Context: an optimization exercise on an open-source flow, tuned for small area, a short achievable clock period and few clock cycles. The choices shown serve that exercise and are no tape-out recipe. Only simulation tests tie the RTL to the original design; equivalence was not proved. Power and IR drop assume default switching activity.

==> inputs of run a <==
==> flow/design.v <==
module mux2 #(
    parameter N = 32
)(
    input [N-1:0] x,  
    input [N-1:0] y,  
    input sel,  
    output [N-1:0] z  
);
    assign z = (sel == 0) ? x : y;
endmodule
module mux4 #(
    parameter N = 32
)(
    input [N-1:0] v,  
    input [N-1:0] w,  
    input [N-1:0] x,  
    input [N-1:0] y,  
    input [1:0] sel,  
    output reg [N-1:0] z  
);
    always @(v or w or x or y or sel) begin
        case (sel)
            2'b00: z = v;
            2'b01: z = w;
            2'b10: z = x;
            2'b11: z = y;
        endcase
    end
endmodule
module rca #(
    parameter W = 32
)(
    input [W-1:0] x,
    input [W-1:0] y,
    input ci,
    output [W-1:0] s,
    output co
);
    wire [W:0] c;
    assign c[0] = ci;
    genvar i;
    generate
        for (i = 0; i < W; i = i + 1) begin : bit_
            assign s[i] = x[i] ^ y[i] ^ c[i];
            assign c[i+1] = (x[i] & y[i]) | (x[i] & c[i]) | (y[i] & c[i]);
        end
    endgenerate
    assign co = c[W];
endmodule
module csa #(
    parameter W = 32
)(
    input [W-1:0] x,
    input [W-1:0] y,
    input [W-1:0] z,
    output [W-1:0] s,
    output [W-1:0] c
);
    assign s = x ^ y ^ z;
    assign c = {(x[W-2:0] & y[W-2:0]) | (x[W-2:0] & z[W-2:0]) | (y[W-2:0] & z[W-2:0]), 1'b0};
endmodule
module registers (
    input clk,
    input rst,  
    input [3:0] ra,
    input [3:0] rb,
    input we,
    input [3:0] wa,
    input be_mid,  
    input be_hi,   
    input [31:0] wd,
    output [31:0] va,
    output [31:0] vb
);
    reg [31:0] regs [1:15];
    reg [15:1] valid;
    wire [15:0] vld = {valid, 1'b0};
    assign va = vld[ra] ? regs[ra] : 32'b0;
    assign vb = vld[rb] ? regs[rb] : 32'b0;
    always @(posedge clk or negedge rst) begin
        if (rst == 1'b0)
            valid <= 0;
        else if (we && wa != 0)
            valid[wa] <= 1'b1;
    end
    integer i;
    always @(posedge clk) begin
        for (i = 1; i < 16; i = i + 1) begin
            if (we && wa == i) begin
                regs[i][7:0] <= wd[7:0];
                if (be_mid || !valid[i]) regs[i][15:8] <= wd[15:8];
                if (be_hi || !valid[i]) regs[i][31:16] <= wd[31:16];
            end
        end
    end
endmodule
module cpu(
    input clk,
    input rst,  
    output [9:0] imem_addr,    
    input [31:0] imem_rdata,   
    output [11:0] dmem_addr,   
    output [31:0] dmem_wdata,  
    output [3:0] dmem_wmask,   
    output dmem_we,            
    input [31:0] dmem_rdata,   
    output reg is_halted
);
    reg [9:0] pc;      
    reg [31:0] ir;     
    reg ir_v;          
    reg [31:0] z;      
    reg [31:0] hi;
    reg busy;          
    reg [4:0] cnt;     
    reg w_we;          
    reg w_ld;          
    reg w_jal;         
    reg w_st;          
    reg w_half;        
    reg w_word;        
    reg [3:0] w_d;
    reg [31:0] sd;     
    wire [5:0] op = ir[31:26];
    wire [3:0] mode = op[4:1];
    wire is_mov = (op[5:1] == 5'b00000);
    wire is_mem = (op[5:3] == 3'b011);
    wire is_alu = !op[5] && !is_mov && !is_mem;
    wire is_ld = is_mem && !op[0];
    wire is_st = is_mem && op[0];
    wire is_beq = (op == 6'h20);
    wire is_bne = (op == 6'h21);
    wire is_br = is_beq || is_bne;
    wire is_j = (op == 6'h22) || (op == 6'h23);
    wire is_jal = (op == 6'h24);
    wire is_mfhi = (op == 6'h25);
    wire is_halt = op[5] && (op[4] || op[3] || (op[2] && op[1]));
    wire is_mul = is_alu && (mode == 4'd3);
    wire is_div = is_alu && (mode == 4'd4);
    wire is_sll = is_alu && (mode == 4'd9);
    wire use_imm = (is_alu && op[0]) || is_mem;
    wire r_fmt = is_alu && !op[0];
    wire [3:0] ra = ir[21:18];
    wire [3:0] rb = r_fmt ? ir[17:14] : ir[25:22];
    wire [3:0] rd = ir[25:22];
    wire use_a = is_alu || is_mem || is_br;
    wire use_b = r_fmt || is_st || is_br;
    wire wr_d = is_alu || is_mov || is_ld || is_mfhi;
    wire [31:0] ldm = dmem_rdata & {{16{w_word}}, {8{w_half}}, 8'hff};
    wire [31:0] wd = w_ld ? ldm : (w_jal ? sd : z);
    wire [31:0] rfa, rfb;
    registers registers(
        .clk(clk), .rst(rst),
        .ra(ra), .rb(rb),
        .we(w_we), .wa(w_d),
        .be_mid(!w_ld || w_half), .be_hi(!w_ld || w_word),
        .wd(wd),
        .va(rfa), .vb(rfb));
    wire fwd_ok = w_we && !w_ld && !w_jal;
    wire [31:0] a = (fwd_ok && w_d == ra) ? z : rfa;
    wire [31:0] b = (fwd_ok && w_d == rb) ? z : rfb;
    wire lu = w_we && (w_ld || w_jal) &&
              ((use_a && w_d == ra) || (use_b && w_d == rb));
    wire [31:0] y = use_imm ? {14'b0, ir[17:0]} : b;
    wire y_big = (y[31:5] != 0);
    wire y_zero = (y == 0);
    wire busy_div = busy && is_div;
    wire sub = !(is_mem || mode == 4'd1);
    wire [32:0] opa = busy_div ? {hi, a[cnt]} : {1'b0, a};
    wire [32:0] opb = {1'b0, y} ^ {33{sub}};
    wire [32:0] as;
    wire as_co;
    rca #(33) addsub(.x(opa), .y(opb), .ci(sub), .s(as), .co(as_co));
    wire lt = !as_co;                   
    reg [5:0] by, bx;
    reg [2:0] ny;
    integer k;
    always @(*) begin
        by = 0;
        bx = 0;
        ny = 0;
        for (k = 0; k < 32; k = k + 1) begin
            if (y[k]) by = k + 1;
            if (a[k]) bx = k + 1;
        end
        for (k = 0; k < 8; k = k + 1)
            if (y[4*k +: 4] != 0) ny = k;
    end
    wire [5:0] dn = bx - by + 6'd1;    
    reg [31:0] ar;
    integer m;
    always @(*)
        for (m = 0; m < 32; m = m + 1)
            ar[m] = a[31-m];
    wire [31:0] sh_in = is_sll ? ar : a;
    wire [5:0] sh_n = is_div ? dn : {y_big, y[4:0]};
    wire [31:0] sh = sh_n[5] ? 32'b0 : (sh_in >> sh_n[4:0]);
    reg [31:0] shr;
    always @(*)
        for (m = 0; m < 32; m = m + 1)
            shr[m] = sh[31-m];
    wire [31:0] xr = a ^ y;
    wire eq = (xr == 0);
    wire taken = is_beq ? eq : !eq;
    reg [31:0] res;
    always @(*) begin
        case (mode)
            4'd5: res = a & y;
            4'd6: res = a | y;
            4'd7: res = xr;
            4'd8: res = ~(a | y);
            4'd9: res = shr;
            4'd10: res = sh;
            4'd11: res = {31'b0, lt};
            default: res = as[31:0];
        endcase
    end
    wire [2:0] di = busy ? cnt[2:0] : ny;
    wire [3:0] dg = y[{di, 2'b00} +: 4];
    wire [36:0] pp0 = {5'b0, a & {32{dg[0]}}};
    wire [36:0] pp1 = {4'b0, a & {32{dg[1]}}, 1'b0};
    wire [36:0] pp2 = {3'b0, a & {32{dg[2]}}, 2'b0};
    wire [36:0] pp3 = {2'b0, a & {32{dg[3]}}, 3'b0};
    wire [36:0] ppz = {1'b0, busy ? z : 32'b0, 4'b0};
    wire [36:0] s1, c1, s2, c2, s3, c3, ml;
    csa #(37) csa1(.x(pp0), .y(pp1), .z(pp2), .s(s1), .c(c1));
    csa #(37) csa2(.x(s1), .y(c1), .z(pp3), .s(s2), .c(c2));
    csa #(37) csa3(.x(s2), .y(c2), .z(ppz), .s(s3), .c(c3));
    rca #(37) mcpa(.x(s3), .y(c3), .ci(1'b0), .s(ml), .co());
    wire [27:0] mh = busy ? hi[27:0] : 28'b0;
    wire [27:0] mhi;
    rca #(28) minc(.x(mh), .y(28'b0), .ci(1'b1), .s(mhi), .co());
    wire [31:0] mhn = {ml[36] ? mhi : mh, ml[35:32]};
    wire qb = as_co;
    wire [31:0] dr = qb ? as[31:0] : {hi[30:0], a[cnt]};
    wire md = is_mul || is_div;
    wire md_triv = is_mul ? (a == 0 || y_zero) : (y_zero || lt);
    wire md_fin = busy ? (cnt == 0) : (md_triv || (is_mul && ny == 0));
    wire e_v = ir_v && !is_halted;
    wire e_go = e_v && !lu;               
    wire e_done = e_go && (!md || md_fin);
    wire redirect = e_done && (is_j || is_jal || (is_br && taken));
    wire [9:0] target = is_br ? ir[9:0] : ir[23:14];
    wire fetch = !is_halted && (e_done || !ir_v);
    assign imem_addr = pc;
    assign dmem_addr = z[11:0];
    assign dmem_wdata = sd;
    assign dmem_wmask = {w_word, w_word, w_half, 1'b1};
    assign dmem_we = w_st;
    always @(posedge clk or negedge rst) begin
        if (rst == 1'b0) begin
            pc <= 0;
            ir_v <= 0;
            is_halted <= 0;
        end
        else begin
            if (e_v && is_halt)
                is_halted <= 1;
            if (redirect) begin
                pc <= target;
                ir_v <= 0;
            end
            else if (fetch) begin
                pc <= pc + 10'd4;
                ir_v <= 1;
            end
        end
    end
    always @(posedge clk) begin
        if (fetch && !redirect)
            ir <= imem_rdata;
        sd <= is_jal ? {22'b0, pc} : b;
        w_d <= is_jal ? 4'd15 : rd;
        w_half <= op[2];
        w_word <= op[2] && op[1];
    end
    always @(posedge clk or negedge rst) begin
        if (rst == 1'b0) begin
            w_we <= 0;
            w_ld <= 0;
            w_jal <= 0;
            w_st <= 0;
        end
        else begin
            w_we <= e_done && ((wr_d && rd != 0) || is_jal);
            w_ld <= e_done && is_ld;
            w_jal <= e_done && is_jal;
            w_st <= e_done && is_st;
        end
    end
    always @(posedge clk or negedge rst) begin
        if (rst == 1'b0) begin
            z <= 0;
            hi <= 0;
            busy <= 0;
            cnt <= 0;
        end
        else if (e_go) begin
            if (is_mul) begin
                if (!busy && md_triv) begin
                    z <= 0;
                    hi <= 0;
                end
                else begin
                    z <= ml[31:0];
                    hi <= mhn;
                    busy <= !md_fin;
                    cnt <= {2'b0, di} - 5'd1;
                end
            end
            else if (is_div) begin
                if (!busy) begin
                    if (y_zero) begin
                        z <= 32'hffffffff;
                        hi <= a;
                    end
                    else if (lt) begin
                        z <= 0;
                        hi <= a;
                    end
                    else begin
                        z <= 0;
                        hi <= sh;
                        busy <= 1;
                        cnt <= dn[4:0] - 5'd1;
                    end
                end
                else begin
                    z <= {z[30:0], qb};
                    hi <= dr;
                    busy <= !md_fin;
                    cnt <= cnt - 5'd1;
                end
            end
            else if (is_alu || is_mem)
                z <= res;
            else if (is_br)
                z <= {31'b0, taken};
            else if (is_j || is_jal)
                z <= {20'b0, ir[25:14]};
            else if (is_mfhi)
                z <= hi;
        end
    end
endmodule
==> flow/run.sh <==
#!/bin/bash
# synth_recipe.tcl (not shown) runs the flow's synth.tcl, then flattens the netlist and writes it again
# the make line also repeats each setting of config.mk as NAME=value (left out here)
make -C /OpenROAD-flow-scripts/flow DESIGN_CONFIG=/design/flow/config.mk WORK_HOME=/design/flow/orfs CLKGATE_MAP_FILE= SYNTH_SCRIPT=/design/flow/synth_recipe.tcl finish
==> flow/config.mk <==
export PLATFORM = sky130hd
export DESIGN_NAME = cpu
export DESIGN_NICKNAME = cpu
export VERILOG_FILES = /design/flow/design.v
export SDC_FILE = /design/flow/constraint.sdc
export NUM_CORES = 4
export LEC_CHECK = 0
export ABC_AREA = 1
export CAP_MARGIN = 20
export CORE_MARGIN = 2
export CORE_UTILIZATION = 45
export CTS_BUF_LIST = sky130_fd_sc_hd__clkbuf_4 sky130_fd_sc_hd__clkbuf_8
export SLEW_MARGIN = 20
==> flow/constraint.sdc <==
create_clock -name core_clock -period 110.0 [get_ports {clk}]
set_input_delay 22.0000 -clock core_clock [delete_from_list [all_inputs] [get_ports {clk}]]
set_output_delay 22.0000 -clock core_clock [all_outputs]
set_load 0.01 [all_outputs]
==> inputs of run b, as changes to run a <==
--- a/flow/design.v
+++ b/flow/design.v
@@ -109,2 +109,3 @@
     reg [9:0] pc;      
+    reg [9:0] pcn;     
     reg [31:0] ir;     
@@ -123,2 +124,3 @@
     reg [31:0] sd;     
+    reg half_on, word_on;  
     wire [5:0] op = ir[31:26];
@@ -228,3 +230,8 @@
     csa #(37) csa3(.x(s2), .y(c2), .z(ppz), .s(s3), .c(c3));
-    rca #(37) mcpa(.x(s3), .y(c3), .ci(1'b0), .s(ml), .co());
+    wire mco;
+    wire [17:0] mh0, mh1;
+    rca #(19) mcpl(.x(s3[18:0]), .y(c3[18:0]), .ci(1'b0), .s(ml[18:0]), .co(mco));
+    rca #(18) mcph0(.x(s3[36:19]), .y(c3[36:19]), .ci(1'b0), .s(mh0), .co());
+    rca #(18) mcph1(.x(s3[36:19]), .y(c3[36:19]), .ci(1'b1), .s(mh1), .co());
+    assign ml[36:19] = mco ? mh1 : mh0;
     wire [27:0] mh = busy ? hi[27:0] : 28'b0;
@@ -236,3 +243,3 @@
     wire md = is_mul || is_div;
-    wire md_triv = is_mul ? (a == 0 || y_zero) : (y_zero || lt);
+    wire md_triv = is_mul ? (a == 0 || y_zero) : (y_zero || bx < by);
     wire md_fin = busy ? (cnt == 0) : (md_triv || (is_mul && ny == 0));
@@ -241,5 +248,9 @@
     wire e_done = e_go && (!md || md_fin);
-    wire redirect = e_done && (is_j || is_jal || (is_br && taken));
-    wire [9:0] target = is_br ? ir[9:0] : ir[23:14];
+    wire redirect = e_done && ((is_beq && taken) || (is_bne && !taken));
+    wire [9:0] target = is_beq ? ir[9:0] : pcn;
     wire fetch = !is_halted && (e_done || !ir_v);
+    wire [5:0] fop = imem_rdata[31:26];
+    wire f_jmp = (fop == 6'h22) || (fop == 6'h23) || (fop == 6'h24);
+    wire f_bne = (fop == 6'h21);
+    wire [9:0] pc4 = pc + 10'd4;
     assign imem_addr = pc;
@@ -247,3 +258,3 @@
     assign dmem_wdata = sd;
-    assign dmem_wmask = {w_word, w_word, w_half, 1'b1};
+    assign dmem_wmask = {~word_on, ~word_on, ~half_on, 1'b1};
     assign dmem_we = w_st;
@@ -263,3 +274,3 @@
             else if (fetch) begin
-                pc <= pc + 10'd4;
+                pc <= f_bne ? imem_rdata[9:0] : (f_jmp ? imem_rdata[23:14] : pc4);
                 ir_v <= 1;
@@ -269,5 +280,7 @@
     always @(posedge clk) begin
-        if (fetch && !redirect)
+        if (fetch && !redirect) begin
             ir <= imem_rdata;
-        sd <= is_jal ? {22'b0, pc} : b;
+            pcn <= pc4;
+        end
+        sd <= is_jal ? {22'b0, pcn} : b;
         w_d <= is_jal ? 4'd15 : rd;
@@ -275,2 +288,4 @@
         w_word <= op[2] && op[1];
+        half_on <= !op[2];
+        word_on <= !(op[2] && op[1]);
     end
@@ -316,3 +331,3 @@
                     end
-                    else if (lt) begin
+                    else if (bx < by) begin
                         z <= 0;
==> flow/flow/run.sh (new file) <==
#!/bin/bash
# The standard layout with two changes:
#  - synthesis maps the logic with an area-oriented ABC script (flow/abc.script)
#    in place of ORFS's; everything else in synthesis is the standard flow's own script
#    (synth_recipe.tcl), so the registers are the standard synthesis's;
#  - the input and output ports get buf_4 buffers.
set -euo pipefail
W=$PWD
F=$W/flow
# synth_recipe.tcl, with yosys's abc command wrapped to use flow/abc.script
# and no delay target
{
  cat <<TCL
proc abc {args} {
  set i [lsearch -exact \$args -script]
  if {\$i >= 0} { set args [lreplace \$args \$i [expr {\$i + 1}] -script $F/abc.script] }
  set i [lsearch -exact \$args -D]
  if {\$i >= 0} { set args [lreplace \$args \$i [expr {\$i + 1}]] }
  yosys abc {*}\$args
}
TCL
  cat "$W/synth_recipe.tcl"
} > "$W/flow_synth.tcl"
export BUFFER_PORTS_ARGS="-buffer_cell sky130_fd_sc_hd__buf_4"
bash "$W/standard.sh" SYNTH_SCRIPT="$W/flow_synth.tcl" finish > "$W/standard.log" 2>&1
==> flow/flow/abc.script (new file) <==
strash
&get -n
&dch
&nf -p -R 1000
&put
topo
stime -c
buffer -c
upsize -c
dnsize -c
==> flow/standard.sh (new file) <==
#!/bin/bash
# synth_recipe.tcl (not shown) runs the flow's synth.tcl, then flattens the netlist and writes it again
# the make line also repeats each setting of config.mk as NAME=value (left out here)
make -C /OpenROAD-flow-scripts/flow DESIGN_CONFIG=/design/flow/config.mk WORK_HOME=/design/flow/orfs CLKGATE_MAP_FILE= SYNTH_SCRIPT=/design/flow/synth_recipe.tcl "${@:-finish}"
CTS_BUF_LIST = default   (was sky130_fd_sc_hd__clkbuf_4 sky130_fd_sc_hd__clkbuf_8)
removed: flow/run.sh
==> inputs of run c, as changes to run a <==
--- a/flow/design.v
+++ b/flow/design.v
@@ -77,4 +77,14 @@
     wire [15:0] vld = {valid, 1'b0};
-    assign va = vld[ra] ? regs[ra] : 32'b0;
-    assign vb = vld[rb] ? regs[rb] : 32'b0;
+    reg [31:0] va_r, vb_r;
+    integer j;
+    always @(*) begin
+        va_r = 0;
+        vb_r = 0;
+        for (j = 1; j < 16; j = j + 1) begin
+            va_r = va_r | (regs[j] & {32{vld[j] && ra == j}});
+            vb_r = vb_r | (regs[j] & {32{vld[j] && rb == j}});
+        end
+    end
+    assign va = va_r;
+    assign vb = vb_r;
     always @(posedge clk or negedge rst) begin
@@ -109,2 +119,3 @@
     reg [9:0] pc;      
+    reg [9:0] pcn;     
     reg [31:0] ir;     
@@ -123,2 +134,3 @@
     reg [31:0] sd;     
+    reg half_on, word_on;  
     wire [5:0] op = ir[31:26];
@@ -228,3 +240,8 @@
     csa #(37) csa3(.x(s2), .y(c2), .z(ppz), .s(s3), .c(c3));
-    rca #(37) mcpa(.x(s3), .y(c3), .ci(1'b0), .s(ml), .co());
+    wire mco;
+    wire [17:0] mh0, mh1;
+    rca #(19) mcpl(.x(s3[18:0]), .y(c3[18:0]), .ci(1'b0), .s(ml[18:0]), .co(mco));
+    rca #(18) mcph0(.x(s3[36:19]), .y(c3[36:19]), .ci(1'b0), .s(mh0), .co());
+    rca #(18) mcph1(.x(s3[36:19]), .y(c3[36:19]), .ci(1'b1), .s(mh1), .co());
+    assign ml[36:19] = mco ? mh1 : mh0;
     wire [27:0] mh = busy ? hi[27:0] : 28'b0;
@@ -236,3 +253,3 @@
     wire md = is_mul || is_div;
-    wire md_triv = is_mul ? (a == 0 || y_zero) : (y_zero || lt);
+    wire md_triv = is_mul ? (a == 0 || y_zero) : (y_zero || bx < by);
     wire md_fin = busy ? (cnt == 0) : (md_triv || (is_mul && ny == 0));
@@ -241,5 +258,9 @@
     wire e_done = e_go && (!md || md_fin);
-    wire redirect = e_done && (is_j || is_jal || (is_br && taken));
-    wire [9:0] target = is_br ? ir[9:0] : ir[23:14];
+    wire redirect = e_done && ((is_beq && taken) || (is_bne && !taken));
+    wire [9:0] target = is_beq ? ir[9:0] : pcn;
     wire fetch = !is_halted && (e_done || !ir_v);
+    wire [5:0] fop = imem_rdata[31:26];
+    wire f_jmp = (fop == 6'h22) || (fop == 6'h23) || (fop == 6'h24);
+    wire f_bne = (fop == 6'h21);
+    wire [9:0] pc4 = pc + 10'd4;
     assign imem_addr = pc;
@@ -247,3 +268,3 @@
     assign dmem_wdata = sd;
-    assign dmem_wmask = {w_word, w_word, w_half, 1'b1};
+    assign dmem_wmask = {~word_on, ~word_on, ~half_on, 1'b1};
     assign dmem_we = w_st;
@@ -263,3 +284,3 @@
             else if (fetch) begin
-                pc <= pc + 10'd4;
+                pc <= f_bne ? imem_rdata[9:0] : (f_jmp ? imem_rdata[23:14] : pc4);
                 ir_v <= 1;
@@ -269,5 +290,7 @@
     always @(posedge clk) begin
-        if (fetch && !redirect)
+        if (fetch && !redirect) begin
             ir <= imem_rdata;
-        sd <= is_jal ? {22'b0, pc} : b;
+            pcn <= pc4;
+        end
+        sd <= is_jal ? {22'b0, pcn} : b;
         w_d <= is_jal ? 4'd15 : rd;
@@ -275,2 +298,4 @@
         w_word <= op[2] && op[1];
+        half_on <= !op[2];
+        word_on <= !(op[2] && op[1]);
     end
@@ -316,3 +341,3 @@
                     end
-                    else if (lt) begin
+                    else if (bx < by) begin
                         z <= 0;
==> flow/flow/run.sh (new file) <==
#!/bin/bash
# The standard layout with two changes:
#  - synthesis maps the logic with an area-oriented ABC script (flow/abc.script)
#    in place of ORFS's; everything else in synthesis is the standard flow's own script
#    (synth_recipe.tcl), so the registers are the standard synthesis's;
#  - the input and output ports get buf_4 buffers.
set -euo pipefail
W=$PWD
F=$W/flow
# synth_recipe.tcl, with yosys's abc command wrapped to use flow/abc.script
# and no delay target
{
  cat <<TCL
proc abc {args} {
  set i [lsearch -exact \$args -script]
  if {\$i >= 0} { set args [lreplace \$args \$i [expr {\$i + 1}] -script $F/abc.script] }
  set i [lsearch -exact \$args -D]
  if {\$i >= 0} { set args [lreplace \$args \$i [expr {\$i + 1}]] }
  yosys abc {*}\$args
}
TCL
  cat "$W/synth_recipe.tcl"
} > "$W/flow_synth.tcl"
export BUFFER_PORTS_ARGS="-buffer_cell sky130_fd_sc_hd__buf_4"
bash "$W/standard.sh" SYNTH_SCRIPT="$W/flow_synth.tcl" finish > "$W/standard.log" 2>&1
==> flow/flow/abc.script (new file) <==
strash
&get -n
&dch
&nf -p -R 1000
&put
topo
stime -c
buffer -c
upsize -c
dnsize -c
==> flow/standard.sh (new file) <==
#!/bin/bash
# synth_recipe.tcl (not shown) runs the flow's synth.tcl, then flattens the netlist and writes it again
# the make line also repeats each setting of config.mk as NAME=value (left out here)
make -C /OpenROAD-flow-scripts/flow DESIGN_CONFIG=/design/flow/config.mk WORK_HOME=/design/flow/orfs CLKGATE_MAP_FILE= SYNTH_SCRIPT=/design/flow/synth_recipe.tcl "${@:-finish}"
CTS_BUF_LIST = default   (was sky130_fd_sc_hd__clkbuf_4 sky130_fd_sc_hd__clkbuf_8)
removed: flow/run.sh
==> summary.txt <==
The highest first-iteration DRC count belongs to run b, the lowest to run a. In count of clock-buffer cells in the layout, run c and run b do not differ. Of run b and run c, run c has the higher fmax (gap about 0.9%, measured against run c). Critical path depth is the same in run c and run a. Core utilization is about the same in run a and run c. Routed wire length: run a > run b > run c. In run a the non-clock buffer count is lower than in run b, by 35. In run a the hold slack is higher than in run b, by 0.034 ns. Area after synthesis: run a > run b > run c. Of run c and run b, run c has the higher combinational power (gap about 9%, measured against run b). Clock skew, lowest first: run c, run b, run a.
Testbench counts of run a, summed over its fixed seeds: cycles 59,218.
Testbench counts of run b, summed over its fixed seeds: cycles 56,928.
Testbench counts of run c, summed over its fixed seeds: cycles 56,928.

-- separate check: timing with driven ports --
The flow's constraints put no driver on any port. The routed layouts listed below were extracted and timed again, unchanged, in two steps.
Step 1 (the two cells are an assumption about what drives the block):
set clk [get_ports {clk}]
set_driving_cell -lib_cell sky130_fd_sc_hd__clkbuf_16 $clk
set_driving_cell -lib_cell sky130_fd_sc_hd__buf_2 [delete_from_list [all_inputs] $clk]
Step 2, shift: input delay + t, output delay - t, t = (earliest + latest rising clock arrival at the registers) / 2. This alone moves slack from input paths to output paths.
a / b / c = no drivers / after step 1 / after step 2; a / b = the first two.
run	t (ns)	setup WS [ns]	worst hold slack (ns)	worst setup path after step 2	worst slew at a driven data input, ns
run a	0.881	85.761 / 85.687 / 86.147	0.508 / 0.508 / 0.508	input to register	0.06
run b	0.746	86.397 / 86.321 / 86.002	0.474 / 0.474 / 0.474	input to register	0.05
run c	0.736	86.600 / 86.525 / 86.062	0.490 / 0.490 / 0.490	input to register	0.06
After both steps every run listed still meets setup and hold. For run c, which loses most, drivers alone change the setup slack by -0.075 ns; drivers and shift together by -0.538 ns.
